Background: an optimization exercise with open tools, aiming at small area. Do not read the settings as production practice.
The RTL was checked by simulation tests, not by an equivalence proof against the original design.
No activity file was given, so power comes from the tool's default toggle rates.

== run A ==
## gain
module gain
   ( input  logic                 clk,
     input  logic                 reset,
     input  logic                 avsWr,
     input  logic        [ 31 : 0 ] avsWrData,
     output logic        [ 31 : 0 ] avsRdData,
     input  logic                 st,
     input  logic signed [ 15 : 0 ] a,
     output logic                 rdy,
     output logic signed [ 15 : 0 ] y );
export LEC_CHECK = 0
export ABC_AREA = 1
export CAP_MARGIN = 20
export CORE_MARGIN = 2
export CORE_UTILIZATION = 65
export CTS_BUF_LIST = sky130_fd_sc_hd__clkbuf_4
export SETUP_SLACK_MARGIN = 0.05
export SLEW_MARGIN = 20
export SYNTH_HIERARCHICAL = 1
export SYNTH_MINIMUM_KEEP_SIZE = 0
create_clock -name core_clock -period 6.4 [get_ports {clk}]
standard.sh (not shown) runs the stock make flow with config.mk's settings and CLKGATE_MAP_FILE= SYNTH_SCRIPT=/design/flow/synth_recipe.tcl, a recipe that flattens the netlist after the stock synthesis.
==> flow/flow/run.sh <==
#!/bin/bash
# Standard layout (the standard.sh: standard synthesis and ORFS steps), with the
# input and output ports buffered by the smallest buffer cell instead of the one
# buffer_ports picks by default. Each ORFS step keeps its own log under orfs/logs/.
set -euo pipefail
bash standard.sh 'BUFFER_PORTS_ARGS=-buffer_cell sky130_fd_sc_hd__buf_1' finish > standard_flow.log 2>&1
Run A ended with every stage complete and zero timing, DRC or antenna violations.
The following lists how run B was set up differently from run A:
Settings: CORE_UTILIZATION changed from 65 to 40; CTS_BUF_LIST removed (was sky130_fd_sc_hd__clkbuf_4).
==> flow/run.sh (new file) <==
#!/bin/bash
# synth_recipe.tcl (not shown) runs the flow's synth.tcl, then flattens the netlist and writes it again
# the make line also repeats each setting of config.mk as NAME=value (left out here)
make -C /OpenROAD-flow-scripts/flow DESIGN_CONFIG=/design/flow/config.mk WORK_HOME=/design/flow/orfs CLKGATE_MAP_FILE= SYNTH_SCRIPT=/design/flow/synth_recipe.tcl finish
removed: flow/flow/run.sh
removed: flow/standard.sh
[summary]
- Die area, run B vs run A: up by more than half
- Compared to run A, run B shows a wider setup margin.
- Relative to run A, portion of the layout cell area used by clock cells has gone up in run B.
- Comparing run B with run A, the largest incremental delay on the critical path came out essentially unchanged.
- Comparing run A and run B, power dissipated by switching net loads is lower on run B.
Input-level comparison between run C and run B:
Settings: an added CTS_BUF_LIST of sky130_fd_sc_hd__clkbuf_4; an added CTS_CLUSTER_SIZE of 8; a change of CORE_UTILIZATION from 40 to 65.
Against run B, overall via count from detail_route in run C rose by a few percent. Going from run B to run C, power after layout shrinks by about 5.5%. Run C vs. run B: proportion of total power due to net switching went up by 2.9 points. Final weighted congestion in routability-driven placement of run C is on par with run B. Placeable core region came out lower on run C than on run B. Compared with run B, in run C smallest setup slack after layout saw an increase; required time reported for the critical path endpoint went up 0.13 ns; cell count after placement lost 94.
[inputs] run D vs run C
Settings: swapping sky130_fd_sc_hd__clkbuf_4 for sky130_fd_sc_hd__clkbuf_8 in CTS_BUF_LIST; clearing CTS_CLUSTER_SIZE, which used to be 8.
--- outcome ---
Run C has higher met3 track utilization from global routing than run D.
As far as minimum clock period after layout is concerned, run D and run C perform about the same.
Between run D and run C, the difference in global-route wire length before repair is negligible.

Another version of the RTL of gain (not shown whole).
Size in the first run: roughly 650 cells after synthesis, about 100 I/O pins, roughly 7600 sq um of cells after synthesis.
// gain
module gain
   ( input  logic                 clk,
     input  logic                 reset,
     input  logic                 avsWr,
     input  logic        [ 31 : 0 ] avsWrData,
     output logic        [ 31 : 0 ] avsRdData,
     input  logic                 st,
     input  logic signed [ 15 : 0 ] a,
     output logic                 rdy,
     output logic signed [ 15 : 0 ] y );
==> flow/config.mk <==
export PLATFORM = sky130hd
export DESIGN_NAME = gain
export DESIGN_NICKNAME = gain
export VERILOG_FILES = /design/flow/design.v
export SDC_FILE = /design/flow/constraint.sdc
export NUM_CORES = 4
export LEC_CHECK = 0
export CAP_MARGIN = 5
export CORE_MARGIN = 2
export CORE_UTILIZATION = 85
export CTS_BUF_LIST = sky130_fd_sc_hd__clkbuf_8
export SETUP_SLACK_MARGIN = 0.05
export SLEW_MARGIN = 5
export SYNTH_HIERARCHICAL = 1
export SYNTH_MINIMUM_KEEP_SIZE = 0
==> flow/constraint.sdc <==
create_clock -name core_clock -period 6.4 [get_ports {clk}]
set_input_delay 1.2800 -clock core_clock [delete_from_list [all_inputs] [get_ports {clk}]]
set_output_delay 1.2800 -clock core_clock [all_outputs]
set_load 0.01 [all_outputs]
==> flow/flow/run.sh <==
#!/bin/bash
# Standard layout (the standard.sh: standard synthesis and ORFS steps) with these
# changes: every combinational cell is set to its smallest drive strength after
# floorplan (flow/downsize.tcl; later repair steps size up what they need), the ports
# are buffered with the smallest buffer cell, and clock tree synthesis adds no dummy
# loads, and the constant outputs share one tie cell. Each ORFS step keeps its own log under orfs/logs/; make's output goes to
# standard_flow.log.
set -euo pipefail
here=$(pwd)
bash standard.sh "POST_FLOORPLAN_TCL=$here/flow/downsize.tcl" \
  'BUFFER_PORTS_ARGS=-buffer_cell sky130_fd_sc_hd__buf_1' \
  'CTS_ARGS=-sink_clustering_enable -repair_clock_nets -buf_list sky130_fd_sc_hd__clkbuf_8 -dont_use_dummy_load' \
  'SKIP_REPAIR_TIE_FANOUT=1' finish > standard_flow.log 2>&1
==> flow/flow/downsize.tcl <==
# Sourced after floorplan (POST_FLOORPLAN_TCL): give every combinational cell
# the smallest drive strength of its function; the later repair steps size up
# what timing, slew and capacitance need.
set skip {^(df|dl|sdf|edf|conb|tap|fill|decap|diode|clk|lpflow|probe|macro)}
set dont_use [split [string trim $::env(DONT_USE_CELLS)]]
set n_swapped 0
foreach inst [get_cells *] {
  set m [get_property $inst ref_name]
  if { ![regexp {^sky130_fd_sc_hd__(.+)_([0-9]+)$} $m -> base drv] } { continue }
  if { [regexp $skip $base] } { continue }
  set best ""
  set best_area 1e9
  foreach lc [get_lib_cells sky130_fd_sc_hd__${base}_*] {
    set name [get_property $lc name]
    if { ![regexp "^sky130_fd_sc_hd__${base}_\[0-9\]+\$" $name] } { continue }
    if { [lsearch -exact $dont_use $name] >= 0 } { continue }
    set a [get_property $lc area]
    if { $a < $best_area } {
      set best_area $a
      set best $name
    }
  }
  if { $best ne "" && $best ne $m } {
    set cur_area [get_property [lindex [get_lib_cells $m] 0] area]
    if { $best_area < $cur_area } {
      replace_cell [get_property $inst full_name] $best
      incr n_swapped
    }
  }
}
puts "downsize: $n_swapped cells downsized"
The starting point completed with no timing, DRC or antenna violations.
Edit:
--- a/flow/flow/run.sh
+++ b/flow/flow/run.sh
@@ -4,3 +4,3 @@
 # floorplan (flow/downsize.tcl; later repair steps size up what they need), the ports
-# are buffered with the smallest buffer cell, and clock tree synthesis adds no dummy
+# are buffered with the smallest buffer cell, and clock tree synthesis uses large sink clusters and adds no dummy
 # loads, and the constant outputs share one tie cell. Each ORFS step keeps its own log under orfs/logs/; make's output goes to
@@ -11,3 +11,3 @@
   'BUFFER_PORTS_ARGS=-buffer_cell sky130_fd_sc_hd__buf_1' \
-  'CTS_ARGS=-sink_clustering_enable -repair_clock_nets -buf_list sky130_fd_sc_hd__clkbuf_8 -dont_use_dummy_load' \
+  'CTS_ARGS=-sink_clustering_enable -sink_clustering_size 34 -sink_clustering_max_diameter 300 -repair_clock_nets -buf_list sky130_fd_sc_hd__clkbuf_8 -dont_use_dummy_load' \
   'SKIP_REPAIR_TIE_FANOUT=1' finish > standard_flow.log 2>&1
CAP_MARGIN = 20   (was 5)
SLEW_MARGIN = 20   (was 5)
=>
- power barely changes
- worst hold slack loses 0.0082 ns
- flip-flop and latch count does not change
- worst setup slack improved by 0.061 ns
- area after synthesis does not change
- final area went down by 0.31%
- cell count is about the same
- non-clock buffer count shrinks by 2
Edit:
==> flow/flow/run.sh (replaced) <==
#!/bin/bash
# Standard layout (the standard.sh: standard synthesis and ORFS steps) with these
# changes: every combinational cell is set to its smallest drive strength after
# floorplan (flow/downsize.tcl; later repair steps size up what they need), the ports
# are buffered with the smallest buffer cell, and clock tree synthesis adds no dummy
# loads, and the constant outputs share one tie cell. Each ORFS step keeps its own log under orfs/logs/; make's output goes to
# standard_flow.log.
set -euo pipefail
here=$(pwd)
bash standard.sh "POST_FLOORPLAN_TCL=$here/flow/downsize.tcl" \
  'BUFFER_PORTS_ARGS=-buffer_cell sky130_fd_sc_hd__buf_1' \
  'CTS_ARGS=-sink_clustering_enable -repair_clock_nets -buf_list sky130_fd_sc_hd__clkbuf_8 -dont_use_dummy_load' \
  'SKIP_REPAIR_TIE_FANOUT=1' finish > standard_flow.log 2>&1
Effect: Utilization is unchanged; power stays the same; critical path depth stays the same; routed wire length is unchanged.
Edit:
--- a/flow/flow/run.sh
+++ b/flow/flow/run.sh
@@ -5,3 +5,3 @@
 # are buffered with the smallest buffer cell, and clock tree synthesis adds no dummy
-# loads, and the constant outputs share one tie cell. Each ORFS step keeps its own log under orfs/logs/; make's output goes to
+# loads. Each ORFS step keeps its own log under orfs/logs/; make's output goes to
 # standard_flow.log.
@@ -12,2 +12,2 @@
   'CTS_ARGS=-sink_clustering_enable -repair_clock_nets -buf_list sky130_fd_sc_hd__clkbuf_8 -dont_use_dummy_load' \
-  'SKIP_REPAIR_TIE_FANOUT=1' finish > standard_flow.log 2>&1
+  finish > standard_flow.log 2>&1
CORE_UTILIZATION = 75   (was 85)
=> Synthesized cell count is unchanged. Power decreases by about 5%. Hold slack improves by 0.017 ns. Cell area increases by about 1.2%.

re-timing with driven ports:
In the flow no input, the clock included, has a driving cell. The finished layouts below were timed again as built, in two steps.
Step 1 (the two cells are an assumption about what drives the block):
set clk [get_ports {clk}]
set_driving_cell -lib_cell sky130_fd_sc_hd__clkbuf_16 $clk
set_driving_cell -lib_cell sky130_fd_sc_hd__buf_2 [delete_from_list [all_inputs] $clk]
Step 2 moves the port delays by t, midway between the first and last clock arrival at a register: inputs arrive t later, outputs are due t later. That takes back most of the time a late clock gives input paths.
Slacks: no drivers / after step 1 / after step 2; pairs: no drivers / after step 1.
run | t (ns) | slack for setup (ns) | clock arrival spread, ns
run A | 0.470 | 0.532 / 0.532 / 0.532 | 0.016 / 0.015
run B | 0.384 | 0.631 / 0.631 / 0.631 | 0.011 / 0.011
run C | 0.487 | 0.668 / 0.668 / 0.668 | 0.014 / 0.014
run D | 0.390 | 0.666 / 0.666 / 0.666 | 0.009 / 0.009
the first run of note 2 | 0.376 | 0.385 / 0.385 / 0.385 | 0.022 / 0.022
the second run of note 2 | 0.373 | 0.446 / 0.446 / 0.446 | 0.023 / 0.023
the third run of note 2 | 0.373 | 0.446 / 0.446 / 0.446 | 0.023 / 0.023
the fourth run of note 2 | 0.374 | 0.406 / 0.406 / 0.406 | 0.023 / 0.023
After both steps every run listed still meets setup and hold.
